This design comes from an exercise in tuning for small area on the open sky130 flow, not from production work. RTL that was checked went through simulation tests only; none was proved equivalent to the original. No functional check of the RTL was part of runs 7 and 8. The clock port is modelled as an ideal driver; clocking choices that lean on that would not hold on a real chip. Power and IR drop assume default switching activity.

==> design.v <==
module uart_rx (
    input        clk,
    input        rst_n,
    input        rx,
    output [2:0] label,      
    output reg   hb,
    output       valid       
);
    localparam [3:0] IDLE  = 4'b0000,
                     START = 4'b0001,
                     D0    = 4'b0110,   
                     STOP  = 4'b0111,
                     VALID = 4'b1111;   
    reg [3:0] ph;
    reg       ta;
    reg [2:0] tb;
    reg [4:0] tc;
    wire idle = (ph == IDLE) | (ph == VALID);
    wire data = (ph == D0) | (ph[3] & (ph[2:0] != 3'b111));
    wire term = ta & (&tb) & (&tc);
    assign valid = (ph == VALID);
    assign label = ph[2:0];
    always @(posedge clk or negedge rst_n) begin
        if (!rst_n)
            ph <= IDLE;
        else
            case (ph)
                IDLE, VALID: ph <= rx ? IDLE : START;
                START:   if (term) ph <= rx ? IDLE : D0;
                D0:      if (term) ph <= 4'b1000;
                4'b1110: if (term) ph <= STOP;
                STOP:    if (term) ph <= rx ? VALID : IDLE;
                default: if (term) ph <= ph + 4'd1;
            endcase
    end
    always @(posedge clk) begin
        if (idle) begin
            ta <= 1'b0;
            tb <= 3'b111;
            tc <= 5'b11111;
        end else begin
            ta <= ~ta;
            tb <= {tb[1:0], tb[2] ^ tb[1]};
            tc <= {tc[3:0], tc[4] ^ tc[2]};
        end
        if (data & term)
            hb <= rx;
    end
endmodule
module uart_tx (
    input        clk,
    input        rst_n,
    input        start,      
    input        cap,        
    input        din,
    output [3:0] tph,        
    output reg   frame,
    output reg   tx
);
    reg       ta;
    reg [2:0] tb;
    reg [4:0] tc;
    reg [3:0] ph;            
    reg       nb;
    wire tick = frame & ta & (&tb) & (&tc);
    assign tph = ph;
    always @(posedge clk) begin
        if (!frame) begin
            ta <= 1'b0;
            tb <= 3'b011;
            tc <= 5'b01111;
            ph <= 4'd15;
        end else begin
            ta <= ~ta;
            tb <= {tb[1:0], tb[2] ^ tb[1]};
            tc <= {tc[3:0], tc[4] ^ tc[2]};
            if (tick)
                ph <= ph + 4'd1;
        end
        if (cap)
            nb <= din;
    end
    always @(posedge clk or negedge rst_n) begin
        if (!rst_n) begin
            frame <= 1'b0;
            tx    <= 1'b1;
        end else begin
            if (start)
                frame <= 1'b1;
            else if (tick && ph == 4'd9)
                frame <= 1'b0;
            if (tick)
                tx <= ph[3] ? ~ph[2] : nb;
        end
    end
endmodule
module uart_string_loopback (
    input  wire clk,
    input  wire rst_n,
    input  wire rx,
    output wire tx
);
reg  [255:0] ring;
reg  [7:0]   cnt;
reg  [4:0]   write_ptr;
reg  [4:0]   read_ptr;
wire       hb, valid, frame;
wire [2:0] label;
wire [3:0] tph;
function [4:0] nxt(input [4:0] p);
    nxt = {p[3:0], p[4] ^ p[2] ^ (p[3:0] == 4'd0)};
endfunction
wire [4:0] wp_next = nxt(write_ptr);
wire full   = wp_next == read_ptr;
wire empty  = write_ptr == read_ptr;
wire start  = ~frame & ~empty;
wire sent   = ~frame | (tph != 4'd15 && tph > {1'b0, label});
wire wen    = (cnt == {wp_next, label}) & (~full | sent);
wire din    = wen ? hb : ring[255];
wire cap    = cnt == {read_ptr, tph[2:0]};
uart_rx uart_rx_inst (
    .clk(clk),
    .rst_n(rst_n),
    .rx(rx),
    .label(label),
    .hb(hb),
    .valid(valid)
);
uart_tx uart_tx_inst (
    .clk(clk),
    .rst_n(rst_n),
    .start(start),
    .cap(cap),
    .din(din),
    .tph(tph),
    .frame(frame),
    .tx(tx)
);
always @(posedge clk) begin
    ring <= {ring[254:0], din};
    cnt  <= {cnt[6:0], cnt[7] ^ cnt[5] ^ cnt[4] ^ cnt[3] ^ (cnt[6:0] == 7'd0)};
end
always @(posedge clk or negedge rst_n) begin
    if (!rst_n) begin
        write_ptr <= 5'd0;
        read_ptr  <= 5'd0;
    end else begin
        if (valid && !full)
            write_ptr <= wp_next;
        if (start)
            read_ptr <= nxt(read_ptr);
    end
end
endmodule
==> flow/run.sh <==
#!/bin/bash
# Own layout flow: the standard synthesis, its logic remapped for area (the
# flip-flops untouched), then the standard layout of that netlist. Each tool
# writes its own log here.
set -euo pipefail
W=$PWD
F=$W/flow
LIB=$FLOW_HOME/platforms/sky130hd/lib/sky130_fd_sc_hd__tt_025C_1v80.lib
R=orfs/results/$FLOW_PLATFORM/uart_string_loopback/base

bash standard.sh synth > log_synth.log 2>&1
cp $R/1_2_yosys.v std_synth.v

# remap with each ABC script (in parallel), then take the smallest netlist
# that is proven equal to the standard one; keep the standard netlist if none
python3 $F/mkmap.py $LIB std_synth.v std_map.v > log_mkmap.log 2>&1
NET=$W/std_synth.v
for a in $F/abc_*.abc; do
  n=$(basename $a .abc)
  RS_LIB=$LIB RS_IN=std_synth.v RS_TOP=$FLOW_TOP RS_MAP=std_map.v RS_ABC=$a \
    RS_OUT=rs_$n.v yosys -c $F/resynth.tcl > log_resynth_$n.log 2>&1 &
done
wait || true
for n in $(for l in log_resynth_*.log; do
             a=$(grep "Chip area" $l | tail -1 | awk '{print $NF}')
             [[ -n $a ]] && echo "$a ${l#log_resynth_}"
           done | sort -g | awk '{print $2}'); do
  n=${n%.log}
  if python3 $F/mkmap.py $LIB rs_$n.v rs_${n}_map.v > log_mkmap_$n.log 2>&1 \
     && RS_LIB=$LIB RS_IN=std_synth.v RS_OUT=rs_$n.v RS_TOP=$FLOW_TOP RS_MAP=std_map.v \
       RS_MAP2=rs_${n}_map.v RS_FFMAP=$F/ffmap.v yosys -c $F/equiv.tcl > log_equiv_$n.log 2>&1; then
    NET=$W/rs_$n.v
    break
  fi
done
echo "netlist: $NET"

mv orfs orfs_std
ARGS=("SYNTH_NETLIST_FILES=$NET")
if [[ -f $F/cts_args ]]; then
  ARGS+=("CTS_ARGS=$(cat $F/cts_args)")
fi
if [[ -f $F/make_args ]]; then
  while IFS= read -r line; do
    [[ -n $line ]] && ARGS+=("$line")
  done < $F/make_args
fi
# POST_CTS_TCL: a leaf clock buffer whose flip-flops see a slow clock edge
# gets a larger cell
ARGS+=("POST_CTS_TCL=$F/fixclk.tcl")
bash standard.sh "${ARGS[@]}" finish > log_layout.log 2>&1
test -f out/final.def
==> flow/abc_1.abc <==
strash
&get -n
&st
&deepsyn -T 20 -S 1
&nf -a -R 1000
&put
topo
dnsize
==> flow/abc_2.abc <==
strash
&get -n
&st
&deepsyn -T 20 -S 2
&nf -a -R 1000
&put
topo
dnsize
==> flow/abc_3.abc <==
strash
&get -n
&st
&deepsyn -T 20 -S 3
&nf -a -R 1000
&put
topo
dnsize
==> flow/abc_4.abc <==
strash
dc2
&get -n
&st
&synch2
&nf -a
&put
==> flow/cts_args <==
-sink_clustering_enable -repair_clock_nets -dont_use_dummy_load -buf_list sky130_fd_sc_hd__clkbuf_4 -sink_clustering_size 13 -sink_clustering_max_diameter 40
==> flow/equiv.tcl <==
# Prove the remapped netlist does what the standard one does. Both netlists are
# turned into plain logic and flip-flops, which pair by name.
yosys -import
set lib $::env(RS_LIB)
foreach {net map name} [list $::env(RS_IN) $::env(RS_MAP) gold $::env(RS_OUT) $::env(RS_MAP2) gate] {
  yosys design -reset
  read_verilog $net
  read_verilog $map
  read_verilog $::env(RS_FFMAP)
  hierarchy -top $::env(RS_TOP)
  flatten
  yosys proc
  async2sync
  opt_clean
  yosys rename -hide w:_*
  yosys rename $::env(RS_TOP) $name
  yosys design -stash $name
}
yosys design -reset
yosys design -copy-from gold -as gold gold
yosys design -copy-from gate -as gate gate
equiv_make gold gate equiv
hierarchy -top equiv
equiv_simple -seq 2
equiv_induct
equiv_status -assert
==> flow/ffmap.v <==
module sky130_fd_sc_hd__dfxtp_1 (CLK, D, Q);
  input CLK, D; output reg Q;
  always @(posedge CLK) Q <= D;
endmodule
module sky130_fd_sc_hd__edfxtp_1 (CLK, D, DE, Q);
  input CLK, D, DE; output reg Q;
  always @(posedge CLK) if (DE) Q <= D;
endmodule
module sky130_fd_sc_hd__dfrtp_1 (CLK, D, RESET_B, Q);
  input CLK, D, RESET_B; output reg Q;
  always @(posedge CLK or negedge RESET_B) if (!RESET_B) Q <= 1'b0; else Q <= D;
endmodule
module sky130_fd_sc_hd__dfstp_2 (CLK, D, SET_B, Q);
  input CLK, D, SET_B; output reg Q;
  always @(posedge CLK or negedge SET_B) if (!SET_B) Q <= 1'b1; else Q <= D;
endmodule
==> flow/fixclk.tcl <==
# POST_CTS_TCL hook: a leaf clock buffer whose flip-flop clock pins see a slow
# edge (placement estimate) is swapped for the next larger clock buffer, then
# the placement is legalised again.
set th 0.122
set next {sky130_fd_sc_hd__clkbuf_1 sky130_fd_sc_hd__clkbuf_2 sky130_fd_sc_hd__clkbuf_2 sky130_fd_sc_hd__clkbuf_4 sky130_fd_sc_hd__clkbuf_4 sky130_fd_sc_hd__clkbuf_8 sky130_fd_sc_hd__clkbuf_8 sky130_fd_sc_hd__clkbuf_16}
array set up $next
for {set pass 0} {$pass < 4} {incr pass} {
  estimate_parasitics -placement
  set changed 0
  foreach inst [get_cells *] {
    set m [get_property $inst ref_name]
    if {![info exists up($m)]} continue
    set opin [get_pins -of_objects $inst -filter "direction == output"]
    set net [get_nets -of_objects $opin]
    set mx 0
    set ff 0
    foreach p [get_pins -of_objects $net -filter "direction == input"] {
      if {[get_property $p lib_pin_name] == "CLK"} {
        incr ff
        set s [get_property $p slew_max]
        if {$s > $mx} {set mx $s}
      }
    }
    if {$ff > 0 && $mx > $th} {
      puts "fixclk: upsize [get_property $inst name] $m -> $up($m) (slew $mx)"
      replace_cell $inst $up($m)
      incr changed
    }
  }
  if {$changed == 0} break
}
detailed_placement
check_placement -verbose
estimate_parasitics -placement
==> flow/make_args <==
BUFFER_PORTS_ARGS=-buffer_cell sky130_fd_sc_hd__buf_1
==> flow/mkmap.py <==
#!/usr/bin/env python3
"""Write a Yosys techmap file that turns each combinational standard cell used in a
netlist into plain logic (its Liberty function), so ABC can map that logic again.
usage: mkmap.py LIB NETLIST OUT"""
import re, sys

lib, netlist, out = sys.argv[1:4]
used = set(re.findall(r'^\s*(sky130_fd_sc_hd__\w+)\s', open(netlist).read(), re.M))

text = open(lib).read()
cells = {}
for m in re.finditer(r'\n\s*cell\s*\(\s*"?(\w+)"?\s*\)\s*\{', text):
    name = m.group(1)
    # find the matching brace
    i = m.end(); depth = 1
    while depth:
        c = text[i]
        if c == '{': depth += 1
        elif c == '}': depth -= 1
        i += 1
    cells[name] = text[m.end():i]

def conv(f):
    f = f.replace('!', '~')
    # liberty allows space as AND between operands; sky130 uses explicit &
    return f

lines = []
for name in sorted(used):
    body = cells.get(name)
    if body is None or re.search(r'\b(ff|latch|statetable)\s*\(', body):
        continue
    pins = []
    for pm in re.finditer(r'\n\s*pin\s*\(\s*"?(\w+)"?\s*\)\s*\{', body):
        j = pm.end(); depth = 1
        while depth:
            c = body[j]
            if c == '{': depth += 1
            elif c == '}': depth -= 1
            j += 1
        pb = body[pm.end():j]
        d = re.search(r'direction\s*:\s*"?(\w+)"?', pb)
        f = re.search(r'\bfunction\s*:\s*"([^"]*)"', pb)
        pins.append((pm.group(1), d.group(1) if d else None, f.group(1) if f else None))
    outs = [p for p in pins if p[1] == 'output']
    if not outs or any(p[2] is None for p in outs):
        continue
    ins = [p for p in pins if p[1] == 'input']
    ports = [p[0] for p in ins] + [p[0] for p in outs]
    lines.append(f'module {name} ({", ".join(ports)});')
    for p in ins:
        lines.append(f'  input {p[0]};')
    for p in outs:
        lines.append(f'  output {p[0]};')
        lines.append(f'  assign {p[0]} = {conv(p[2])};')
    lines.append('endmodule')
open(out, 'w').write('\n'.join(lines) + '\n')
==> flow/resynth.tcl <==
# Map the standard synthesis's logic again, for area. The flip-flops stay as
# they are, with their names and cell types; only the cells between them are
# turned back into plain logic (mkmap.py's map) and mapped again by ABC.
yosys -import
set lib $::env(RS_LIB)
read_liberty -lib $lib
read_verilog $::env(RS_IN)
hierarchy -top $::env(RS_TOP)
techmap -map $::env(RS_MAP)
techmap
opt -purge
abc -liberty $lib -dont_use *lpflow* -dont_use *probe* -script $::env(RS_ABC)
opt_clean -purge
hilomap -singleton -hicell sky130_fd_sc_hd__conb_1 HI -locell sky130_fd_sc_hd__conb_1 LO
splitnets
opt_clean -purge
insbuf -buf sky130_fd_sc_hd__buf_1 A X
stat -liberty $lib
write_verilog -noattr -noexpr -nohex -nodec $::env(RS_OUT)
==> standard.sh <==
#!/bin/bash
# synth_recipe.tcl (not shown) runs the flow's synth.tcl, then flattens the netlist and writes it again
# the make line also repeats each setting of config.mk as NAME=value (left out here)
make -C /OpenROAD-flow-scripts/flow DESIGN_CONFIG=/design/flow/config.mk WORK_HOME=/design/flow/orfs CLKGATE_MAP_FILE= SYNTH_SCRIPT=/design/flow/synth_recipe.tcl "${@:-finish}"
==> config.mk <==
export PLATFORM = sky130hd
export DESIGN_NAME = uart_string_loopback
export DESIGN_NICKNAME = uart_string_loopback
export VERILOG_FILES = /design/flow/design.v
export SDC_FILE = /design/flow/constraint.sdc
export NUM_CORES = 4
export LEC_CHECK = 0
export CAP_MARGIN = 20
export CORE_MARGIN = 2
export CORE_UTILIZATION = 72
export SLEW_MARGIN = 20
==> constraint.sdc <==
create_clock -name core_clock -period 20.0 [get_ports {clk}]
set_input_delay 4.0000 -clock core_clock [delete_from_list [all_inputs] [get_ports {clk}]]
set_output_delay 4.0000 -clock core_clock [all_outputs]
set_load 0.01 [all_outputs]
==> flow_summary.toml, run 1 <==
[outcome]
outcome = "no timing/DRC/antenna violations"

[worst_setup_path]
rr_endpoint = "uart_tx_inst.nb"
critical_path.cell_chain = "buf_1"
crit_path_end_kind = "output port"
path_max_fanout = 2
path_delay_family = "flip-flops"
reg2reg_from = "write_ptr[3]"
cp_data_required_time_ns = 16.00
regToRegSetupSlack_ns = 17.61
crit_path_max_incr_delay_ns = 0.55
slowest_stage = "dfstp_2"
worstPathArrival_ns = 1.24
reg2regPathDepth = 7
critPathKind = "reg2out"
cp_num_buf_inv = 1
startpoint_type = "flop"

[place]
pre_cts_ws_ns = 15.00
dp_hpwl_microns = 5340
port_buffers = 3
globalplace.congestion = 0.769

[timing]
slew_headroom = 0.455
final-setup-viol-count = 0
finalWorstSetupSlack_ns = 14.76
period_needed_ns = 5.24
hold_violations = 0
worst_pin_slew_ns = 0.818
setup_tns_ns = 0
period_share = 0.262
rsz0062_at_grt = "false"
fmax_mhz = 191
clock_skew_ns = 0.0522
maxSlewViolCount = 0

[finish]
final_core_util = 0.777
drive_above_1_share = 0.0604
antenna_cells = 0
fin_nets = 485
area_growth_pct = 5.62

[synthesis]
netlist_area_sq_mm = 0.00713
synth_nets = 452
ys_warn_count = 0
syn-instance-count = 449
syn_avg_cell_area_sq_um = 15.9

[power]
power_density_mw_per_mm2 = 111
p_leak_nw = 3.02
p_total_mw = 0.832
ir_drop_v = 0.0000717

[clock_network]
path_clk_slew_ns = 0.11
cts_sinks = 304
cts_tree = "built"
clock_latency_ns = 0.63

[floorplanning]
core.rowCount = 36
die_h_microns = 103
boundaryPins = 4
dieArea_sq_mm = 0.0107
coreArea_sq_mm = 0.00968
fp.dieW_microns = 103
start_util = 0.736

[grt]
antenna_found_initial = 0
grt_pass1_wl_microns = 14500
grt_pass1_vias = 2975
grt_remaining_overflow = 0
track_usage = 0.178
grt_max_degree = 17

[flow_run]
cap_violations = 0

[route]
vias_per_cell = 4.94
vias = 3028
ant_nets = 0
first_pass_iters = 4
drcViolationCount = 0
wl_per_cell_microns = 14.6
drt-initial-drc-count = 104
routed_wl_microns = 8940

[worst_hold_path]
min_path_type = "reg2reg"
hp-start = "ring[81]"
holdPathStages = 0
min_to = "ring[82]"
[state kept, by name, summed over array words and instances, names as in the netlist]
register,cells
uart_tx_inst.tx,1
write_ptr,5
read_ptr,5
uart_tx_inst.frame,1
cnt,8
uart_tx_inst.ph,4
uart_rx_inst.tc,5
uart_tx_inst.tc,5
ring,256
uart_tx_inst.ta,1
uart_rx_inst.ph,4
uart_rx_inst.tb,3
uart_tx_inst.nb,1
uart_rx_inst.hb,1
uart_rx_inst.ta,1
uart_tx_inst.tb,3
[layer usage]
layer	track usage	wire [microns]	share of wire	vias to the layer above
li1	-	-	-	1509
met1	0.253	4440	0.50	1448
met2	0.274	4040	0.45	54
met3	0.0363	292	0.033	17
met4	0.0688	166	0.019	0
met5	0	0	0	-
[per-stage QoR]
stage                     area (sq um)  instances  hold slack (ns)
after global placement            7300        585            0.312
after global routing              7530        613            0.290
final                             7530        613            0.293
after detailed placement          7300        585            0.312
after floorplan                   7130        449            0.310
[how the worst max path moves through the flow]
stage / startpoint / to / depth (start not counted)
5_1_grt: uart_tx_inst.tx / tx / 1
3_5_place_dp: rx / uart_rx_inst.ph[2] / 6
6_report: uart_tx_inst.tx / tx / 1
3_3_place_gp: rx / uart_rx_inst.ph[2] / 7
2_1_floorplan: rx / uart_rx_inst.ph[2] / 6
[where the power goes]
group          leakage, nW  switching [mW]  internal (mW)
Sequential            2.54               0          0.606
Combinational        0.354        0.000757       0.000151
Clock                0.134           0.156         0.0689
[layout make-up]
| class | instances | area, sq um |
|---|---|---|
| tap | 133 | 166 |
| multi-input combinational | 135 | 901 |
| timing repair buffer | 3 | 11.3 |
| fill | 541 | 2160 |
| clock buffer | 28 | 223 |
| inverter | 10 | 37.5 |
| sequential | 304 | 6190 |
[cell usage in the layout, fill, tap and decap left out, drive strengths merged, types with 2 or more instances in the layout]
cell type	instances
a21oi	8
a221oi	3
and3	2
buf	3
clkbuf	28
clkinv	10
dfrtp	15
dfxtp	286
edfxtp	2
mux2	8
nand2	11
nand2b	11
nand3	2
nand4	7
nor2	16
nor2b	2
nor3	6
nor3b	2
nor4	2
o211ai	4
o21ai	9
o22ai	2
xnor2	23
xor2	8
==> run 2: changes to the inputs <==
==> flow/cts_args (replaced) <==
-sink_clustering_enable -repair_clock_nets -dont_use_dummy_load -buf_list sky130_fd_sc_hd__clkbuf_4 -sink_clustering_size 12 -sink_clustering_max_diameter 46
--- a/config.mk
+++ b/config.mk
@@ -9,3 +9,3 @@
 export CORE_MARGIN = 2
-export CORE_UTILIZATION = 72
+export CORE_UTILIZATION = 60
 export SLEW_MARGIN = 20
==> run 2 against run 1 <==
Still clean on timing, DRC and antenna; synthesized area did not move; sequential share of layout area is 0.25 points lower; worst setup slack worse by 0.0040 ns; final cell count is 2.0% higher; global-route usage down 3.8 points.
==> flow_summary.toml, run 2 <==
[outcome]
outcome = "no timing/DRC/antenna violations"

[flow_run]
cap_violations = 0

[power]
pwr-share-seq = 0.724
p_int_mw = 0.677
sw_frac_of_total = 0.191
p_leak_nw = 3.03
power_switching_mw = 0.160
ir_drop_v = 0.0000752
power.share.combinational = 0.001
p_total_mw = 0.837
power_density_mw_per_mm2 = 111
power_frac_clock = 0.275

[finish]
final_area_sq_mm = 0.00755
top_register = "ring"
final_common_cell = "dfxtp_1"
top_regs = "ring (256), cnt (8)"
fin_nets = 486
final_core_util = 0.655
drive_above_1_share = 0.0624
final_cell_mix = "286 x dfxtp_1, 27 x clkbuf_4, 23 x xnor2_1"
area_growth_pct = 5.94
largest_reg_flops = 256

[timing]
worst_pin_slew_ns = 0.859
setup_tns_ns = 0
period_needed_ns = 5.25
timing.hold.ws_ns = 0.296
period_share = 0.262
fmax_mhz = 191
slew_headroom = 0.427
rsz0062_at_grt = "false"
clock_skew_ns = 0.0482
final-setup-viol-count = 0
hold_violations = 0
maxSlewViolCount = 0

[worst_setup_path]
reg2reg_from = "write_ptr[3]"
crit_path_max_incr_delay_ns = 0.54
regToRegSetupSlack_ns = 17.65
slowest_stage = "dfstp_2"
rr_endpoint = "uart_tx_inst.nb"
crit_path_end_kind = "output port"
path_delay_family = "flip-flops"
critical_path.cell_chain = "buf_1"
startpoint_type = "flop"
reg2regPathDepth = 7
critPathKind = "reg2out"
cp_data_required_time_ns = 16.00
worstPathArrival_ns = 1.25
cp_num_buf_inv = 1
path_max_fanout = 2

[floorplanning]
die_h_microns = 113
fp.dieW_microns = 113
dieArea_sq_mm = 0.0128
coreArea_sq_mm = 0.0115
start_util = 0.619
boundaryPins = 4
core.rowCount = 39

[worst_hold_path]
hp-start = "ring[77]"
holdPathStages = 0
min_to = "ring[78]"
min_path_type = "reg2reg"

[route]
wl_per_cell_microns = 13.0
drcViolationCount = 0
drt-initial-drc-count = 157
vias = 2992
routed_wl_microns = 8130
first_pass_iters = 15
ant_nets = 0
vias_per_cell = 4.79

[grt]
grt_max_degree = 17
track_usage = 0.140
grt_remaining_overflow = 0
antenna_found_initial = 1
grt_pass1_vias = 3010
grt_pass1_wl_microns = 14700

[synthesis]
synth_nets = 452
syn_avg_cell_area_sq_um = 15.9
syn-instance-count = 449
ys_warn_count = 0
netlist_area_sq_mm = 0.00713

[clock_network]
cts_tree = "built"
cts_sinks = 304
path_clk_slew_ns = 0.11
clock_latency_ns = 0.64

[place]
globalplace.congestion = 0.798
placed_area_sq_mm = 0.00732
port_buffers = 3
dp_hpwl_microns = 4420
==> run 2: layer usage <==
metal / vias to the layer above / routed length [microns] / track usage
met5: - / 0 / 0
met4: 0 / 316 / 0.0634
li1: 1514 / - / -
met2: 53 / 3040 / 0.182
met3: 30 / 336 / 0.0316
met1: 1395 / 4430 / 0.223
==> run 2: final cells by class <==
class / instances / area [sq um]
Timing Repair Buffer: 3 / 11.3
Inverter: 10 / 37.5
Tap cell: 143 / 179
Fill cell: 869 / 3970
Clock buffer: 29 / 230
Antenna cell: 1 / 2.50
Multi-Input combinational cell: 135 / 901
Sequential cell: 304 / 6190
==> run 2: power groups by stage <==
stage / clock network (mW) / registers [mW] / logic, mW
after floorplan: 0 / 0.620 / 0.000145
after global placement: 0 / 0.620 / 0.000895
after detailed placement: 0 / 0.620 / 0.000965
after global routing: 0.265 / 0.606 / 0.00114
final: 0.230 / 0.606 / 0.000931
==> run 2: worst max path at each step <==
stage | slack (ns) | startpoint | endpoint | depth (start not counted)
finish | 14.75 | uart_tx_inst.tx | tx | 1
global route | 14.68 | uart_tx_inst.tx | tx | 1
detailed placement | 15.00 | rx | uart_rx_inst.ph[2] | 6
global placement | 15.06 | rx | uart_rx_inst.ph[2] | 7
floorplan | 15.21 | rx | uart_rx_inst.ph[2] | 6
==> run 2: through the flow <==
| step | cells | setup WS [ns] |
|---|---|---|
| 3_3_place_gp | 595 | 15.06 |
| 5_1_grt | 625 | 14.68 |
| 6_report | 625 | 14.75 |
| 2_1_floorplan | 449 | 15.21 |
| 3_5_place_dp | 595 | 15.00 |
==> run 3: changes to the inputs <==
==> flow/cts_args (replaced) <==
-sink_clustering_enable -repair_clock_nets -dont_use_dummy_load -buf_list sky130_fd_sc_hd__clkbuf_4 -sink_clustering_size 13 -sink_clustering_max_diameter 44
--- a/config.mk
+++ b/config.mk
@@ -9,3 +9,3 @@
 export CORE_MARGIN = 2
-export CORE_UTILIZATION = 60
+export CORE_UTILIZATION = 65
 export SLEW_MARGIN = 20
==> run 3 against run 2 <==
Still clean; sequential share of layout area decreased by 0.32 points; sequential cell count unchanged; die area decreased by 7.4%; worst setup slack got worse by 0.041 ns; worst hold slack got worse by 0.021 ns; largest cell class unchanged; largest power group unchanged.
==> flow_summary.toml, run 3 <==
[place]
port_buffers = 3
dp_hpwl_microns = 4880
globalplace.congestion = 0.802
pre_cts_ws_ns = 14.95
placed_area_sq_mm = 0.00731

[power]
power_switching_mw = 0.160
power.share.combinational = 0.001
p_leak_nw = 3.04
power_density_mw_per_mm2 = 112
p_total_mw = 0.849
sw_frac_of_total = 0.188
power_frac_clock = 0.285
pwr-share-seq = 0.713
p_int_mw = 0.690
ir_drop_v = 0.0000783

[synthesis]
syn-instance-count = 449
synth_nets = 452
netlist_area_sq_mm = 0.00713
syn_avg_cell_area_sq_um = 15.9
ys_warn_count = 0

[worst_setup_path]
worstPathArrival_ns = 1.29
critical_path.cell_chain = "buf_1"
crit_path_max_incr_delay_ns = 0.55
crit_path_end_kind = "output port"
startpoint_type = "flop"
path_max_fanout = 2
critPathKind = "reg2out"
path_delay_family = "flip-flops"
slowest_stage = "dfstp_2"
cp_data_required_time_ns = 16.00
cp_num_buf_inv = 1

[finish]
top_register = "ring"
antenna_cells = 0
area_growth_pct = 6.36
drive_above_1_share = 0.0604
top_regs = "ring (256), cnt (8)"
fin_nets = 485
nFillCells = 726
final_cell_mix = "286 x dfxtp_1, 23 x xnor2_1, 19 x clkbuf_4"
final_common_cell = "dfxtp_1"
final_area_sq_mm = 0.00758
largest_reg_flops = 256

[timing]
clock_skew_ns = 0.0458
maxSlewViolCount = 0
fmax_mhz = 189
period_share = 0.264
hold_violations = 0
worst_pin_slew_ns = 0.837
final-setup-viol-count = 0
period_needed_ns = 5.29
slew_headroom = 0.442
finalWorstSetupSlack_ns = 14.71
setup_tns_ns = 0
rsz0062_at_grt = "false"

[floorplanning]
die_h_microns = 109
start_util = 0.663
dieArea_sq_mm = 0.0118
coreArea_sq_mm = 0.0107
boundaryPins = 4
fp.dieW_microns = 109
core.rowCount = 38

[grt]
gr-usage-met3 = 0.0365
grt_max_degree = 17
track_usage = 0.156
grt_use_met2 = 0.216
grt_pass1_vias = 3053
grt_remaining_overflow = 0
met1_usage = 0.241
antenna_found_initial = 0
top_usage_layer = "met1"
grt_pass1_wl_microns = 14600

[route]
vias = 2985
drcViolationCount = 0
drt-initial-drc-count = 142
vias_per_cell = 4.81
ant_nets = 0
first_pass_iters = 4
wl_per_cell_microns = 13.7
routed_wl_microns = 8480

[clock_network]
clock_latency_ns = 0.63
cts_tree = "built"
cts_sinks = 304
path_clk_slew_ns = 0.12

[outcome]
outcome = "no timing/DRC/antenna violations"

[worst_hold_path]
min_path_type = "reg2reg"

[flow_run]
cap_violations = 0
[run 3: cell type report]
| cell class | instances | area [sq um] | share of cell area |
|---|---|---|---|
| tap | 140 | 175 | 0.0231 |
| inverter | 10 | 37.5 | 0.00495 |
| clock buffer | 28 | 267 | 0.0352 |
| timing repair buffer | 3 | 11.3 | 0.00149 |
| multi-input combinational | 135 | 901 | 0.119 |
| sequential | 304 | 6190 | 0.816 |
[run 3: stage by stage]
step	util	instances	hold WS [ns]
floorplan	-	449	0.310
global placement	0.680	592	0.312
detailed placement	0.680	592	0.312
global route	0.705	620	0.288
finish	0.705	620	0.275
[run 3: power groups by stage]
stage | Clock, mW | Combinational, mW | Sequential (mW)
after global placement | 0 | 0.000894 | 0.620
after global routing | 0.277 | 0.00110 | 0.606
after detailed placement | 0 | 0.000994 | 0.620
final | 0.242 | 0.000955 | 0.606
after floorplan | 0 | 0.000145 | 0.620
[run 3: worst paths after layout]
path,endpoint,from,cells past startpoint,slack (ns)
worst min-delay path,ring[127],ring[126],0,0.28
worst max register to register,uart_tx_inst.nb,write_ptr[3],7,17.75
min in group asynchronous,read_ptr[2],rst_n,1,3.47
worst max-delay path,tx,uart_tx_inst.tx,1,14.71
worst min register to register,ring[127],ring[126],0,0.28
max in group asynchronous,uart_rx_inst.ph[1],rst_n,1,15.98
[run 3: per-layer routing]
| layer | vias to the layer above | part of all wire |
|---|---|---|
| li1 | 1517 | - |
| met1 | 1411 | 0.52 |
| met2 | 47 | 0.42 |
| met3 | 10 | 0.046 |
| met4 | 0 | 0.015 |
| met5 | - | 0 |
==> run 4: changes to the inputs <==
==> flow/cts_args (replaced) <==
-sink_clustering_enable -repair_clock_nets -dont_use_dummy_load -buf_list {sky130_fd_sc_hd__clkbuf_2 sky130_fd_sc_hd__clkbuf_4} -sink_clustering_size 12 -sink_clustering_max_diameter 40
--- a/config.mk
+++ b/config.mk
@@ -9,3 +9,3 @@
 export CORE_MARGIN = 2
-export CORE_UTILIZATION = 65
+export CORE_UTILIZATION = 72
 export SLEW_MARGIN = 20
==> run 4 against run 3 <==
Global-route usage up 2.0 points; synthesized cell count unchanged; final area down 0.76%; clock skew up 0.016 ns; via count up 1.9%; synthesized area unchanged; clock power down 8.3%; sequential power about the same; sequential share of layout area up 0.62 points; routed wire length up 5.3%; highest routed layer unchanged.
==> flow_summary.toml, run 4 <==
[timing]
hold_violations = 0
setup_tns_ns = 0
timing.hold.ws_ns = 0.289
period_needed_ns = 5.26
rsz0062_at_grt = "false"
fmax_mhz = 190
worst_pin_slew_ns = 0.810
final-setup-viol-count = 0
finalWorstSetupSlack_ns = 14.74
period_share = 0.263
maxSlewViolCount = 0
slew_headroom = 0.460
clock_skew_ns = 0.0619

[finish]
drive_above_1_share = 0.0624
final_area_sq_mm = 0.00752
antenna_cells = 0
final_cell_mix = "286 x dfxtp_1, 29 x clkbuf_4, 23 x xnor2_1"
area_growth_pct = 5.55
fin_nets = 486
top_register = "ring"
top_regs = "ring (256), cnt (8)"
final_common_cell = "dfxtp_1"
largest_reg_flops = 256

[clock_network]
clock_latency_ns = 0.61
path_clk_slew_ns = 0.12
cts_tree = "built"
cts_sinks = 304

[route]
drt-initial-drc-count = 105
wl_met2_microns = 4080
wl_per_cell_microns = 14.5
top_layer = "met4"
routed_wl_microns = 8930
wl_met1_microns = 4400
ant_nets = 0
wl_met3_microns = 331
first_pass_iters = 4
vias_per_cell = 4.95
vias = 3041
drcViolationCount = 0

[synthesis]
syn-instance-count = 449
syn_avg_cell_area_sq_um = 15.9
ys_warn_count = 0
netlist_area_sq_mm = 0.00713
synth_nets = 452

[worst_hold_path]
min_path_type = "reg2reg"
holdPathStages = 0

[place]
placed_area_sq_mm = 0.00730
pre_cts_ws_ns = 15.00
port_buffers = 3
dp_hpwl_microns = 5340
globalplace.congestion = 0.769

[grt]
grt_pass1_vias = 2987
antenna_found_initial = 0
grt_max_degree = 17
grt_pass1_wl_microns = 14500
grt_remaining_overflow = 0
track_usage = 0.176

[floorplanning]
start_util = 0.736
core.rowCount = 36
boundaryPins = 4
die_h_microns = 103
dieArea_sq_mm = 0.0107
fp.dieW_microns = 103
coreArea_sq_mm = 0.00968

[worst_setup_path]
critPathKind = "reg2out"
cp_num_buf_inv = 1
crit_path_end_kind = "output port"
crit_cells = 1
slowest_stage = "dfstp_2"
reg2regPathDepth = 7
path_delay_family = "flip-flops"
crit_path_max_incr_delay_ns = 0.55
regToRegSetupSlack_ns = 17.68
critical_path.cell_chain = "buf_1"
path_max_fanout = 2
startpoint_type = "flop"
cp_data_required_time_ns = 16.00
worstPathArrival_ns = 1.26

[power]
power_density_mw_per_mm2 = 110
ir_drop_v = 0.0000731
p_leak_nw = 3.02

[outcome]
outcome = "no timing/DRC/antenna violations"

[flow_run]
cap_violations = 0
run 4: cell types whose count changed in the layout (fill, tap and decap cells not counted):
cell      before  now
clkbuf_4      19   29
clkbuf_8       9    0
run 4: through the flow:
stage                     utilization  instances  total power, mW
final                           0.777        614            0.829
after global routing            0.777        614            0.858
after detailed placement        0.754        585            0.621
after global placement          0.754        585            0.621
after floorplan                     -        449            0.620
run 4: final cells by class:
type	instances	area, sq um
Fill cell	539	2160
Inverter	10	37.5
Sequential cell	304	6190
Clock buffer	29	218
Tap cell	133	166
Timing Repair Buffer	3	11.3
Multi-Input combinational cell	135	901
run 4: layer usage:
layer / global-route usage / vias up
met4: 0.0516 / 0
met1: 0.254 / 1463
met2: 0.274 / 52
met3: 0.0349 / 11
li1: - / 1515
met5: 0 / -
run 4: final timing paths:
check                                startpoint            endpoint
worst max register to register     write_ptr[3]     uart_tx_inst.nb
worst min register to register        ring[156]           ring[157]
max in group asynchronous                 rst_n  uart_rx_inst.ph[1]
worst min-delay path                  ring[156]           ring[157]
worst max-delay path            uart_tx_inst.tx                  tx
min in group asynchronous                 rst_n         read_ptr[0]
run 4: report_power, final:
group	switching (mW)	internal (mW)
Clock	0.155	0.0669
Combinational	0.000753	0.000151
Sequential	0	0.606
Total	0.156	0.673
==> run 5: changes to the inputs <==
==> flow/cts_args (replaced) <==
-sink_clustering_enable -repair_clock_nets -dont_use_dummy_load -buf_list sky130_fd_sc_hd__clkbuf_4 -root_buf sky130_fd_sc_hd__clkbuf_4 -sink_clustering_size 12 -sink_clustering_max_diameter 40 -tree_buf sky130_fd_sc_hd__clkbuf_2
==> run 5 against run 4 <==
Still clean; sequential cell count is the same; worst setup slack is the same; routed wire length is the same; maximum frequency is the same; sequential power is essentially flat.
==> flow_summary.toml, run 5 <==
[finish]
area_growth_pct = 5.55
drive_above_1_share = 0.0624
largest_reg_flops = 256
fin_nets = 486
top_regs = "ring (256), cnt (8)"
final_common_cell = "dfxtp_1"
nFillCells = 539
multi_input_area_sq_um = 901
seq_area_sq_mm = 0.00619
final_cell_mix = "286 x dfxtp_1, 29 x clkbuf_4, 23 x xnor2_1"
top_register = "ring"
antenna_cells = 0

[timing]
rsz0062_at_grt = "false"
fmax_mhz = 190
final-setup-viol-count = 0
slew_headroom = 0.460
period_share = 0.263
worst_pin_slew_ns = 0.810
hold_violations = 0
setup_tns_ns = 0
clock_skew_ns = 0.0619
finalWorstSetupSlack_ns = 14.74
maxSlewViolCount = 0
period_needed_ns = 5.26

[floorplanning]
fp.dieW_microns = 103
core.rowCount = 36
start_util = 0.736
boundaryPins = 4
die_h_microns = 103
dieArea_sq_mm = 0.0107
coreArea_sq_mm = 0.00968

[grt]
antenna_found_initial = 0
grt_remaining_overflow = 0
grt_pass1_vias = 2987
track_usage = 0.176
grt_pass1_wl_microns = 14500
grt_max_degree = 17

[worst_setup_path]
reg2regPathDepth = 7
regToRegSetupSlack_ns = 17.68
critPathKind = "reg2out"
crit_path_end_kind = "output port"
slowest_stage = "dfstp_2"
cp_num_buf_inv = 1
crit_path_max_incr_delay_ns = 0.55
reg2reg_from = "write_ptr[3]"
worstPathArrival_ns = 1.26
startpoint_type = "flop"
path_max_fanout = 2
rr_endpoint = "uart_tx_inst.nb"
path_delay_family = "flip-flops"
critical_path.cell_chain = "buf_1"
cp_data_required_time_ns = 16.00

[worst_hold_path]
hp-start = "ring[156]"
min_path_type = "reg2reg"
min_to = "ring[157]"
holdPathStages = 0

[power]
ir_drop_v = 0.0000731
power_switching_mw = 0.156
p_leak_nw = 3.02
pwr-share-seq = 0.731
p_total_mw = 0.829
power_density_mw_per_mm2 = 110
p_int_mw = 0.673
power.share.combinational = 0.001
sw_frac_of_total = 0.188
power_frac_clock = 0.268

[synthesis]
syn_avg_cell_area_sq_um = 15.9
syn-instance-count = 449
netlist_area_sq_mm = 0.00713
synth_nets = 452
ys_warn_count = 0

[outcome]
outcome = "no timing/DRC/antenna violations"

[route]
drcViolationCount = 0
drt-initial-drc-count = 105
first_pass_iters = 4
wl_per_cell_microns = 14.5
routed_wl_microns = 8930
ant_nets = 0
vias_per_cell = 4.95
vias = 3041

[place]
globalplace.congestion = 0.769
port_buffers = 3
pre_cts_ws_ns = 15.00
dp_hpwl_microns = 5340

[clock_network]
cts_tree = "built"
cts_sinks = 304
path_clk_slew_ns = 0.12
clock_latency_ns = 0.61

[flow_run]
cap_violations = 0
[run 5: worst register-to-register path, cell delays in order (launching register included)]
cell and delay [ns]:
dfrtp_1 0.49, nor3_1 0.25, nor2_1 0.08, xnor2_1 0.34, xnor2_1 0.19, nor2_1 0.07, a221oi_1 0.32, mux2_1 0.40
[run 5: worst max-delay path by stage]
stage	start	end	slack (ns)	cells past startpoint
after floorplan	rx	uart_rx_inst.ph[2]	15.21	6
after global placement	rx	uart_rx_inst.ph[2]	15.06	7
after detailed placement	rx	uart_rx_inst.ph[2]	15.00	6
after global routing	uart_tx_inst.tx	tx	14.63	1
final	uart_tx_inst.tx	tx	14.74	1
[run 5: cell type report]
| type | count | area share |
|---|---|---|
| multi-input cells | 135 | 0.120 |
| clock buffers | 29 | 0.0289 |
| flip-flops and latches | 304 | 0.823 |
| inverters | 10 | 0.00499 |
| well taps | 133 | 0.0221 |
| repair buffers | 3 | 0.00150 |
[run 5: through the flow]
step / utilization / area (sq um) / hold slack (ns) / cells
detailed placement: 0.754 / 7300 / 0.312 / 585
finish: 0.777 / 7520 / 0.289 / 614
floorplan: - / 7130 / 0.310 / 449
global placement: 0.754 / 7300 / 0.312 / 585
global route: 0.777 / 7520 / 0.302 / 614
[run 5: power by group through the flow]
stage	clock, mW	sequential [mW]	combinational [mW]
floorplan	0	0.620	0.000145
global placement	0	0.620	0.000893
detailed placement	0	0.620	0.000945
global route	0.251	0.606	0.00106
finish	0.222	0.606	0.000904
[run 5: per-layer routing]
layer	track usage	vias to the layer above	wire length (microns)
li1	-	1515	-
met1	0.254	1463	4400
met2	0.274	52	4080
met3	0.0349	11	331
met4	0.0516	0	124
met5	0	-	0
==> run 6: changes to the inputs <==
--- a/flow/run.sh
+++ b/flow/run.sh
@@ -17,2 +17,3 @@
 NET=$W/std_synth.v
+J=0
 for a in $F/abc_*.abc; do
@@ -21,2 +22,4 @@
     RS_OUT=rs_$n.v yosys -c $F/resynth.tcl > log_resynth_$n.log 2>&1 &
+  J=$((J+1))
+  if (( J % ${NUM_CORES:-4} == 0 )); then wait || true; fi
 done
==> flow/abc_4.abc (replaced) <==
strash
&get -n
&st
&deepsyn -T 20 -S 6
&nf -a -R 1000
&put
topo
dnsize
==> flow/abc_5.abc (new file) <==
strash
&get -n
&st
&deepsyn -T 20 -S 8
&nf -a -R 1000
&put
topo
dnsize
==> flow/abc_6.abc (new file) <==
strash
&get -n
&st
&deepsyn -T 20 -S 9
&nf -a -R 1000
&put
topo
dnsize
==> flow/abc_7.abc (new file) <==
strash
&get -n
&st
&deepsyn -T 40 -S 1
&nf -a -R 1000
&put
topo
dnsize
==> flow/abc_8.abc (new file) <==
strash
dc2
&get -n
&st
&synch2
&nf -a
&put
==> flow/cts_args (replaced) <==
-sink_clustering_enable -repair_clock_nets -dont_use_dummy_load -buf_list sky130_fd_sc_hd__clkbuf_4 -sink_clustering_size 12 -sink_clustering_max_diameter 40
==> run 6 against run 5 <==
Still clean; worst hold slack better by 0.0064 ns; count of clock-buffer cells in the layout up 1; global-route usage up 0.38 points; clock skew down 0.025 ns; sequential cell count unchanged; sequential power about the same.
==> flow_summary.toml, run 6 <==
[floorplanning]
fp.dieW_microns = 103
dieArea_sq_mm = 0.0107
core.rowCount = 36
boundaryPins = 4
die_h_microns = 103
start_util = 0.735
coreArea_sq_mm = 0.00968

[finish]
top_register = "ring"
fin_nets = 503
final_area_sq_mm = 0.00752
antenna_cells = 0
area_growth_pct = 5.66
nFillCells = 564
final_common_cell = "dfxtp_1"
final_cell_mix = "286 x dfxtp_1, 30 x clkbuf_4, 21 x nand2_1"
top_regs = "ring (256), cnt (8)"
largest_reg_flops = 256
multi_input_area_sq_um = 858
seq_area_sq_mm = 0.00619
fin_cells = 631
drive_above_1_share = 0.0622

[route]
drcViolationCount = 0
drt-initial-drc-count = 66
wl_per_cell_microns = 14.1
vias_per_cell = 4.99
routed_wl_microns = 8930
first_pass_iters = 4
vias = 3146
ant_nets = 0

[grt]
grt_pass1_wl_microns = 14800
antenna_found_initial = 0
grt_remaining_overflow = 0
track_usage = 0.179
grt_max_degree = 17
grt_pass1_vias = 3033

[place]
port_buffers = 3
dp_hpwl_microns = 5330
globalplace.congestion = 0.840
placed_area_sq_mm = 0.00729
dp.cells = 601

[timing]
clock_skew_ns = 0.0371
period_share = 0.264
setup_tns_ns = 0
maxSlewViolCount = 0
period_needed_ns = 5.27
worst_pin_slew_ns = 1.00
fmax_mhz = 190
slew_headroom = 0.326
final-setup-viol-count = 0
rsz0062_at_grt = "false"
hold_violations = 0

[worst_setup_path]
startpoint_type = "flop"
critPathKind = "reg2out"
path_max_fanout = 2
crit_path_max_incr_delay_ns = 0.54
regToRegSetupSlack_ns = 17.74
slowest_stage = "dfstp_2"
cp_data_required_time_ns = 16.00
path_delay_family = "flip-flops"
critical_path.cell_chain = "buf_1"
crit_path_end_kind = "output port"
worstPathArrival_ns = 1.27
cp_num_buf_inv = 1

[power]
sw_frac_of_total = 0.190
p_leak_nw = 2.98
p_int_mw = 0.675
pwr-share-seq = 0.727
power_frac_clock = 0.272
power_density_mw_per_mm2 = 111
p_total_mw = 0.834
power.share.combinational = 0.001
power_switching_mw = 0.159
ir_drop_v = 0.0000761

[clock_network]
clock_latency_ns = 0.59
path_clk_slew_ns = 0.11
cts_sinks = 304
cts_tree = "built"

[outcome]
outcome = "no timing/DRC/antenna violations"

[synthesis]
ys_warn_count = 0
syn_avg_cell_area_sq_um = 15.3
synth_nets = 468
syn-instance-count = 465
netlist_area_sq_mm = 0.00712

[worst_hold_path]
min_path_type = "reg2reg"

[flow_run]
cap_violations = 0
[run 6: cell types whose count changed in the layout (fill, tap and decap cells not counted), sizes merged, moves of 3 or more]
cell and delta:
xor2 -5, xnor2 -11, o211ai -4, o21ai +7, a31oi +3, mux2 -5, o22ai +11, a221oi +3
nand2 +10, nand4 -3, clkinv +9, nor2 -4
[run 6: metal layers]
metal  track usage  vias up  wire (microns)
li1              -     1604               -
met1         0.263     1467            4490
met2         0.267       56            3940
met3        0.0417       19             285
met4        0.0628        0             206
met5             0        -               0
[run 6: area by class of cell]
cell class	count	share of cell area
Sequential cell	304	0.823
Multi-Input combinational cell	142	0.114
Clock buffer	30	0.0300
Tap cell	133	0.0221
Inverter	19	0.00948
Timing Repair Buffer	3	0.00150
[run 6: path summary, 6_finish.rpt]
path / start / endpoint / cells after the start
min: ring[171] / ring[172] / 0
max reg2reg: write_ptr[1] / uart_tx_inst.nb / 6
min reg2reg: ring[171] / ring[172] / 0
max: uart_tx_inst.tx / tx / 1
max in group asynchronous: rst_n / write_ptr[3] / 1
min in group asynchronous: rst_n / read_ptr[1] / 1
[run 6: power groups by stage]
stage | clock network, mW | logic [mW] | registers (mW)
5_1_grt | 0.257 | 0.00105 | 0.606
2_1_floorplan | 0 | 0.0000449 | 0.620
6_report | 0.227 | 0.000833 | 0.606
3_3_place_gp | 0 | 0.000821 | 0.620
3_5_place_dp | 0 | 0.000884 | 0.620
[run 6: per-stage QoR]
step / setup slack [ns] / hold slack, ns / utilization
finish: 14.73 / 0.296 / 0.776
global route: 14.65 / 0.312 / 0.776
detailed placement: 14.75 / 0.312 / 0.753
global placement: 14.95 / 0.313 / 0.753
floorplan: 15.13 / 0.310 / -
==> run 7: changes to the inputs <==
--- a/design.v
+++ b/design.v
@@ -104,4 +104,3 @@
 reg  [7:0]   cnt;
-reg  [4:0]   write_ptr;
-reg  [4:0]   read_ptr;
+reg  [4:0]   count;          
 wire       hb, valid, frame;
@@ -109,13 +108,10 @@
 wire [3:0] tph;
-function [4:0] nxt(input [4:0] p);
-    nxt = {p[3:0], p[4] ^ p[2] ^ (p[3:0] == 4'd0)};
-endfunction
-wire [4:0] wp_next = nxt(write_ptr);
-wire full   = wp_next == read_ptr;
-wire empty  = write_ptr == read_ptr;
+wire full   = count == 5'd31;
+wire empty  = count == 5'd0;
 wire start  = ~frame & ~empty;
+wire accept = valid & ~full;
 wire sent   = ~frame | (tph != 4'd15 && tph > {1'b0, label});
-wire wen    = (cnt == {wp_next, label}) & (~full | sent);
+wire wen    = (cnt == {count + 5'd1, label}) & (~full | sent);
 wire din    = wen ? hb : ring[255];
-wire cap    = cnt == {read_ptr, tph[2:0]};
+wire cap    = cnt == {5'd0, tph[2:0]};
 uart_rx uart_rx_inst (
@@ -140,14 +136,11 @@
     ring <= {ring[254:0], din};
-    cnt  <= {cnt[6:0], cnt[7] ^ cnt[5] ^ cnt[4] ^ cnt[3] ^ (cnt[6:0] == 7'd0)};
+    cnt  <= cnt + (start ? 8'd249 : 8'd1);
 end
 always @(posedge clk or negedge rst_n) begin
-    if (!rst_n) begin
-        write_ptr <= 5'd0;
-        read_ptr  <= 5'd0;
-    end else begin
-        if (valid && !full)
-            write_ptr <= wp_next;
-        if (start)
-            read_ptr <= nxt(read_ptr);
-    end
+    if (!rst_n)
+        count <= 5'd0;
+    else if (accept && !start)
+        count <= count + 5'd1;
+    else if (start && !accept)
+        count <= count - 5'd1;
 end
==> run 7 against run 6 <==
Routed wire length down 4.1%; global-route usage down 0.12 points; utilization up 1.2 points; non-clock buffer count unchanged; power down 2.0%; die area down 2.1%; count of clock-buffer cells in the layout down 1; final area down 2.2%; largest cell class unchanged; largest power group unchanged; still clean; clock skew up 0.019 ns.
==> flow_summary.toml, run 7 <==
[floorplanning]
die_h_microns = 102
core.rowCount = 35
dieArea_sq_mm = 0.0105
boundaryPins = 4
fp.dieW_microns = 102
start_util = 0.746
coreArea_sq_mm = 0.00933

[grt]
grt_pass1_wl_microns = 14600
grt_pass1_vias = 3046
track_usage = 0.178
grt_remaining_overflow = 0
grt_max_degree = 16
antenna_found_initial = 0

[synthesis]
synth_nets = 453
ys_warn_count = 0
syn-instance-count = 450
syn_avg_cell_area_sq_um = 15.5
netlist_area_sq_mm = 0.00696

[worst_setup_path]
startpoint_type = "flop"
critical_path.cell_chain = "buf_1"
path_max_fanout = 2
slowest_stage = "dfstp_2"
cp_data_required_time_ns = 16.00
cp_num_buf_inv = 1
critPathKind = "reg2out"
crit_path_end_kind = "output port"
crit_path_max_incr_delay_ns = 0.54
worstPathArrival_ns = 1.25
path_delay_family = "flip-flops"

[route]
drcViolationCount = 0
first_pass_iters = 4
drt-initial-drc-count = 46
wl_per_cell_microns = 14.0
vias_per_cell = 4.95
vias = 3024
ant_nets = 0
routed_wl_microns = 8560

[finish]
fin_nets = 487
final_common_cell = "dfxtp_1"
drive_above_1_share = 0.0643
area_growth_pct = 5.70
antenna_cells = 0
largest_reg_flops = 256
final_cell_mix = "286 x dfxtp_1, 29 x clkbuf_4, 20 x nand2_1"
top_regs = "ring (256), cnt (8)"
top_register = "ring"

[power]
p_total_mw = 0.817
ir_drop_v = 0.0000737
power_density_mw_per_mm2 = 111
p_leak_nw = 2.94

[timing]
hold_violations = 0
clock_skew_ns = 0.0559
finalWorstSetupSlack_ns = 14.75
slew_headroom = 0.456
period_needed_ns = 5.25
final-setup-viol-count = 0
timing.hold.ws_ns = 0.307
period_share = 0.262
setup_tns_ns = 0
rsz0062_at_grt = "false"
maxSlewViolCount = 0
fmax_mhz = 191
worst_pin_slew_ns = 0.809

[place]
port_buffers = 3
pre_cts_ws_ns = 15.19
dp_hpwl_microns = 5030
globalplace.congestion = 0.794

[clock_network]
path_clk_slew_ns = 0.11
cts_sinks = 299
clock_latency_ns = 0.61
cts_tree = "built"

[flow_run]
cap_violations = 0

[outcome]
outcome = "no timing/DRC/antenna violations"

[worst_hold_path]
min_path_type = "reg2reg"
[run 7: where the power goes]
part	total [mW]	leakage, nW	internal [mW]	switching [mW]
registers	0.596	2.46	0.596	0
clock network	0.221	0.133	0.0669	0.154
logic	0.000662	0.340	0.0000960	0.000566
[run 7: worst paths after layout]
check                           slack (ns)               start   endpoint  depth (start not counted)
max in group asynchronous            16.21               rst_n   count[1]                          1
worst max register to register       17.39  uart_rx_inst.ph[2]   count[4]                          9
worst max-delay path                 14.75     uart_tx_inst.tx         tx                          1
worst min-delay path                  0.31           ring[248]  ring[249]                          0
worst min register to register        0.31           ring[248]  ring[249]                          0
min in group asynchronous             3.39               rst_n   count[0]                          1
[run 7: routing by layer]
metal  GRT usage  vias up  routed length [microns]
li1            -     1539                        -
met3      0.0410       22                      270
met1       0.255     1420                     4280
met5           0        -                        0
met2       0.272       43                     3790
met4      0.0636        0                      222
[run 7: final cells by class]
type	count	area, sq um
sequential	299	6060
fill	503	1970
multi-input combinational	139	858
clock buffer	29	218
tap	129	161
inverter	12	45.0
timing repair buffer	3	11.3
[run 7: per-stage QoR]
step	util	cell area [sq um]	cells
floorplan	-	6960	450
global route	0.789	7360	611
finish	0.789	7360	611
detailed placement	0.765	7130	582
global placement	0.765	7130	582
==> run 8: changes to the inputs <==
--- a/config.mk
+++ b/config.mk
@@ -9,3 +9,3 @@
 export CORE_MARGIN = 2
-export CORE_UTILIZATION = 72
+export CORE_UTILIZATION = 65
 export SLEW_MARGIN = 20
==> run 8 against run 7 <==
Critical endpoint unchanged; sequential power about the same; still clean; count of clock-buffer cells in the layout unchanged; non-clock buffer count unchanged; critical path depth unchanged; synthesized area unchanged.
==> flow_summary.toml, run 8 <==
[timing]
setup_tns_ns = 0
final-setup-viol-count = 0
rsz0062_at_grt = "false"
hold_violations = 0
period_share = 0.264
worst_pin_slew_ns = 0.727
period_needed_ns = 5.28
fmax_mhz = 189
maxSlewViolCount = 0
finalWorstSetupSlack_ns = 14.72
slew_headroom = 0.511
clock_skew_ns = 0.0612

[finish]
antenna_cells = 0
drive_above_1_share = 0.0643
largest_reg_flops = 256
final_cell_mix = "286 x dfxtp_1, 29 x clkbuf_4, 20 x nand2_1"
nFillCells = 703
fin_nets = 487
final_area_sq_mm = 0.00736
area_growth_pct = 5.83
top_regs = "ring (256), cnt (8)"
final_common_cell = "dfxtp_1"
top_register = "ring"
final_core_util = 0.710

[place]
placed_area_sq_mm = 0.00714
dp_hpwl_microns = 4420
port_buffers = 3
pre_cts_ws_ns = 15.22
globalplace.congestion = 0.829

[worst_setup_path]
worstPathArrival_ns = 1.28
critPathKind = "reg2out"
slowest_stage = "dfstp_2"
cp_num_buf_inv = 1
crit_path_max_incr_delay_ns = 0.55
path_max_fanout = 2
path_delay_family = "flip-flops"
cp_data_required_time_ns = 16.00
startpoint_type = "flop"
crit_path_end_kind = "output port"
critical_path.cell_chain = "buf_1"

[route]
drt-initial-drc-count = 171
drcViolationCount = 0
first_pass_iters = 7
routed_wl_microns = 7920
vias_per_cell = 4.83
ant_nets = 0
vias = 2987
wl_per_cell_microns = 12.8

[floorplanning]
die_h_microns = 107
boundaryPins = 4
start_util = 0.671
core.rowCount = 37
dieArea_sq_mm = 0.0115
coreArea_sq_mm = 0.0104
fp.dieW_microns = 107

[clock_network]
cts_tree = "built"
cts_sinks = 299
path_clk_slew_ns = 0.11
clock_latency_ns = 0.62

[flow_run]
cap_violations = 0

[worst_hold_path]
min_path_type = "reg2reg"

[power]
power_density_mw_per_mm2 = 111
p_total_mw = 0.820
ir_drop_v = 0.0000712
p_leak_nw = 2.94

[synthesis]
ys_warn_count = 0
synth_nets = 453
netlist_area_sq_mm = 0.00696
syn-instance-count = 450
syn_avg_cell_area_sq_um = 15.5

[outcome]
outcome = "no timing/DRC/antenna violations"

[grt]
grt_pass1_wl_microns = 13700
grt_remaining_overflow = 0
antenna_found_initial = 0
grt_max_degree = 16
track_usage = 0.148
grt_pass1_vias = 2932
[run 8: worst register-to-register path, cell delays in order, from the launching register on]
cell and delay [ns]:
dfrtp_1 0.50, nand2_1 0.13, nand2_1 0.10, o21ai_0 0.10, nor2_1 0.57, nand3_1 0.21
clkinv_1 0.08, o21ai_0 0.16, or3_1 0.41, a22o_1 0.25
[run 8: power breakdown]
group / switching (mW) / leakage, nW / internal, mW
combinational: 0.000575 / 0.340 / 0.0000959
clock: 0.156 / 0.133 / 0.0668
sequential: 0 / 2.46 / 0.596
total: 0.157 / 2.94 / 0.663
[run 8: routing by layer]
metal  global-route usage  vias up  part of all wire  routed length (microns)
li1                     -     1536                 -                        -
met1                0.230     1381              0.55                     4350
met2                0.199       49              0.38                     3030
met3               0.0321       21             0.034                      270
met4               0.0650        0             0.032                      257
met5                    0        -                 0                        0
[run 8: worst paths after layout]
path	start	to	slack [ns]	depth (start not counted)
max	uart_tx_inst.tx	tx	14.72	1
min	ring[98]	ring[99]	0.30	0
max reg2reg	uart_rx_inst.ph[1]	count[4]	17.38	9
min reg2reg	ring[98]	ring[99]	0.30	0
max in group asynchronous	rst_n	uart_rx_inst.ph[0]	16.18	1
min in group asynchronous	rst_n	uart_tx_inst.frame	3.39	1
[run 8: final cells by class]
cell class / instances / area [sq um] / share of cell area
Inverter: 12 / 45.0 / 0.00612
Sequential cell: 299 / 6060 / 0.823
Tap cell: 136 / 170 / 0.0231
Clock buffer: 29 / 218 / 0.0296
Timing Repair Buffer: 3 / 11.3 / 0.00153
Multi-Input combinational cell: 139 / 858 / 0.117
[run 8: per-stage QoR]
step	cells	hold slack [ns]
floorplan	450	0.310
global placement	589	0.312
detailed placement	589	0.312
global route	618	0.298
finish	618	0.300
==> run 9: changes to the inputs <==
--- a/design.v
+++ b/design.v
@@ -104,3 +104,3 @@
 reg  [7:0]   cnt;
-reg  [4:0]   count;          
+reg  [4:0]   rslot;          
 wire       hb, valid, frame;
@@ -108,4 +108,4 @@
 wire [3:0] tph;
-wire full   = count == 5'd31;
-wire empty  = count == 5'd0;
+wire full   = rslot == 5'd0;
+wire empty  = rslot == 5'd1;
 wire start  = ~frame & ~empty;
@@ -113,3 +113,3 @@
 wire sent   = ~frame | (tph != 4'd15 && tph > {1'b0, label});
-wire wen    = (cnt == {count + 5'd1, label}) & (~full | sent);
+wire wen    = (cnt == {rslot, label}) & (~full | sent);
 wire din    = wen ? hb : ring[255];
@@ -140,7 +140,7 @@
     if (!rst_n)
-        count <= 5'd0;
+        rslot <= 5'd1;
     else if (accept && !start)
-        count <= count + 5'd1;
+        rslot <= rslot + 5'd1;
     else if (start && !accept)
-        count <= count - 5'd1;
+        rslot <= rslot - 5'd1;
 end
--- a/config.mk
+++ b/config.mk
@@ -9,3 +9,3 @@
 export CORE_MARGIN = 2
-export CORE_UTILIZATION = 65
+export CORE_UTILIZATION = 72
 export SLEW_MARGIN = 20
==> run 9 against run 8 <==
Worst hold slack about the same; power rose by 1.1%; count of clock-buffer cells in the layout unchanged; non-clock buffer count unchanged; via count up 0.20%; register-to-register slack worse by 0.04 ns; worst setup slack worse by 0.0039 ns; sequential power barely moved; utilization up 8.1 points.
==> flow_summary.toml, run 9 <==
[worst_hold_path]
min_path_type = "reg2reg"

[power]
ir_drop_v = 0.0000999
p_leak_nw = 2.91
p_total_mw = 0.829
power_density_mw_per_mm2 = 113

[finish]
top_regs = "ring (256), cnt (8)"
final_common_cell = "dfxtp_1"
fin_nets = 482
largest_reg_flops = 256
nFillCells = 499
antenna_cells = 0
multi_input_area_sq_um = 832
top_register = "ring"
area_growth_pct = 5.90
final_core_util = 0.791
drive_above_1_share = 0.0650
final_area_sq_mm = 0.00734
seq_area_sq_mm = 0.00606
final_cell_mix = "286 x dfxtp_1, 26 x clkbuf_4, 16 x nand2_1"

[outcome]
outcome = "no timing/DRC/antenna violations"

[timing]
final-setup-viol-count = 0
period_share = 0.264
rsz0062_at_grt = "false"
slew_headroom = 0.384
hold_violations = 0
period_needed_ns = 5.29
fmax_mhz = 189
clock_skew_ns = 0.0356
finalWorstSetupSlack_ns = 14.71
setup_tns_ns = 0
maxSlewViolCount = 0
worst_pin_slew_ns = 0.916

[floorplanning]
die_h_microns = 102
coreArea_sq_mm = 0.00928
fp.dieW_microns = 102
dieArea_sq_mm = 0.0104
start_util = 0.747
boundaryPins = 4
core.rowCount = 35

[synthesis]
netlist_area_sq_mm = 0.00693
synth_nets = 448
syn_avg_cell_area_sq_um = 15.6
ys_warn_count = 0
syn-instance-count = 445

[worst_setup_path]
worstPathArrival_ns = 1.29
reg2regPathDepth = 6
crit_path_end_kind = "output port"
rr_endpoint = "cnt[6]"
path_delay_family = "flip-flops"
cp_num_buf_inv = 1
slowest_stage = "dfstp_2"
startpoint_type = "flop"
startpoint = "uart_tx_inst.tx"
crit_path_end = "tx"
critPathKind = "reg2out"
crit_path_max_incr_delay_ns = 0.54
regToRegSetupSlack_ns = 17.34
critical_path.cell_chain = "buf_1"
path_max_fanout = 2
crit_cells = 1
cp_data_required_time_ns = 16.00
reg2reg_from = "rslot[2]"

[clock_network]
cts_tree = "built"
cts_sinks = 299
clock_latency_ns = 0.61
path_clk_slew_ns = 0.11

[route]
vias_per_cell = 4.94
drt-initial-drc-count = 56
ant_nets = 0
wl_per_cell_microns = 14.5
vias = 2993
first_pass_iters = 4
drcViolationCount = 0
routed_wl_microns = 8780

[grt]
grt_pass1_wl_microns = 14600
grt_remaining_overflow = 0
grt_max_degree = 21
antenna_found_initial = 0
grt_pass1_vias = 3106
track_usage = 0.181

[place]
dp_hpwl_microns = 4940
placed_area_sq_mm = 0.00711
port_buffers = 3
globalplace.congestion = 0.837
pre_cts_ws_ns = 14.88

[flow_run]
cap_violations = 0
## run 9: cell type report
type	instances	share of cell area
inverters	10	0.00511
clock buffers	29	0.0322
multi-input cells	136	0.113
well taps	129	0.0220
repair buffers	3	0.00153
flip-flops and latches	299	0.826
## run 9: worst min-delay path by stage
stage                    from  slack (ns)  cells past startpoint         to
finish                ring[1]        0.30                      0    ring[2]
global placement    ring[240]        0.31                      0  ring[241]
detailed placement  ring[215]        0.31                      0  ring[216]
floorplan            ring[99]        0.31                      0  ring[100]
global route        ring[207]        0.30                      0  ring[208]
## run 9: layer usage
layer	share of wire	GRT usage	vias to the layer above
li1	-	-	1514
met1	0.49	0.254	1419
met2	0.45	0.275	42
met3	0.041	0.0479	18
met4	0.020	0.0687	0
met5	0	0	-
## run 9: report_power, final
group	switching (mW)	total (mW)	internal [mW]
sequential	0	0.596	0.596
combinational	0.000510	0.000594	0.0000838
clock	0.159	0.232	0.0731
## run 9: per-stage QoR
| stage | hold slack [ns] | instances |
|---|---|---|
| detailed placement | 0.312 | 577 |
| floorplan | 0.310 | 445 |
| global placement | 0.311 | 577 |
| global route | 0.299 | 606 |
| finish | 0.300 | 606 |

-- separate check: timing with driven ports --
No port has a modelled driver above. Below, the same layouts with a new extraction and two added sets of constraints. Step 1 assumes that a clkbuf_16 drives the clock port and a buf_2 every other input. Step 2 times the ports against the registers' clock, not the clock port: input delays grow and output delays shrink by t, the midpoint of the rising clock arrivals with the driver on. Three values: ideal ports, drivers, drivers and shift; two values: the first two.
run | t, ns | setup slack, ns | worst hold slack (ns) | worst setup path at the end | clock arrival spread, ns
run 1 | 0.622 | 14.757 / 14.723 / 14.945 | 0.293 / 0.293 / 0.293 | input to register | 0.080 / 0.080
run 2 | 0.640 | 14.753 / 14.718 / 14.974 | 0.296 / 0.296 / 0.296 | input to register | 0.084 / 0.084
run 3 | 0.627 | 14.712 / 14.679 / 14.833 | 0.275 / 0.275 / 0.275 | input to register | 0.076 / 0.077
run 4 | 0.615 | 14.738 / 14.705 / 14.917 | 0.289 / 0.289 / 0.289 | input to register | 0.065 / 0.064
run 5 | 0.615 | 14.738 / 14.705 / 14.917 | 0.289 / 0.289 / 0.289 | input to register | 0.065 / 0.064
run 6 | 0.615 | 14.730 / 14.698 / 14.698 | 0.296 / 0.296 / 0.296 | input to register | 0.052 / 0.052
run 7 | 0.617 | 14.752 / 14.721 / 15.135 | 0.307 / 0.307 / 0.307 | input to register | 0.066 / 0.067
run 8 | 0.624 | 14.718 / 14.687 / 15.181 | 0.300 / 0.300 / 0.300 | input to register | 0.073 / 0.072
run 9 | 0.626 | 14.714 / 14.683 / 14.859 | 0.300 / 0.300 / 0.300 | input to register | 0.035 / 0.036
After both steps every run listed still meets setup and hold. The setup slack of run 6, which loses most, moves by -0.032 ns with the drivers and by -0.032 ns with both steps.
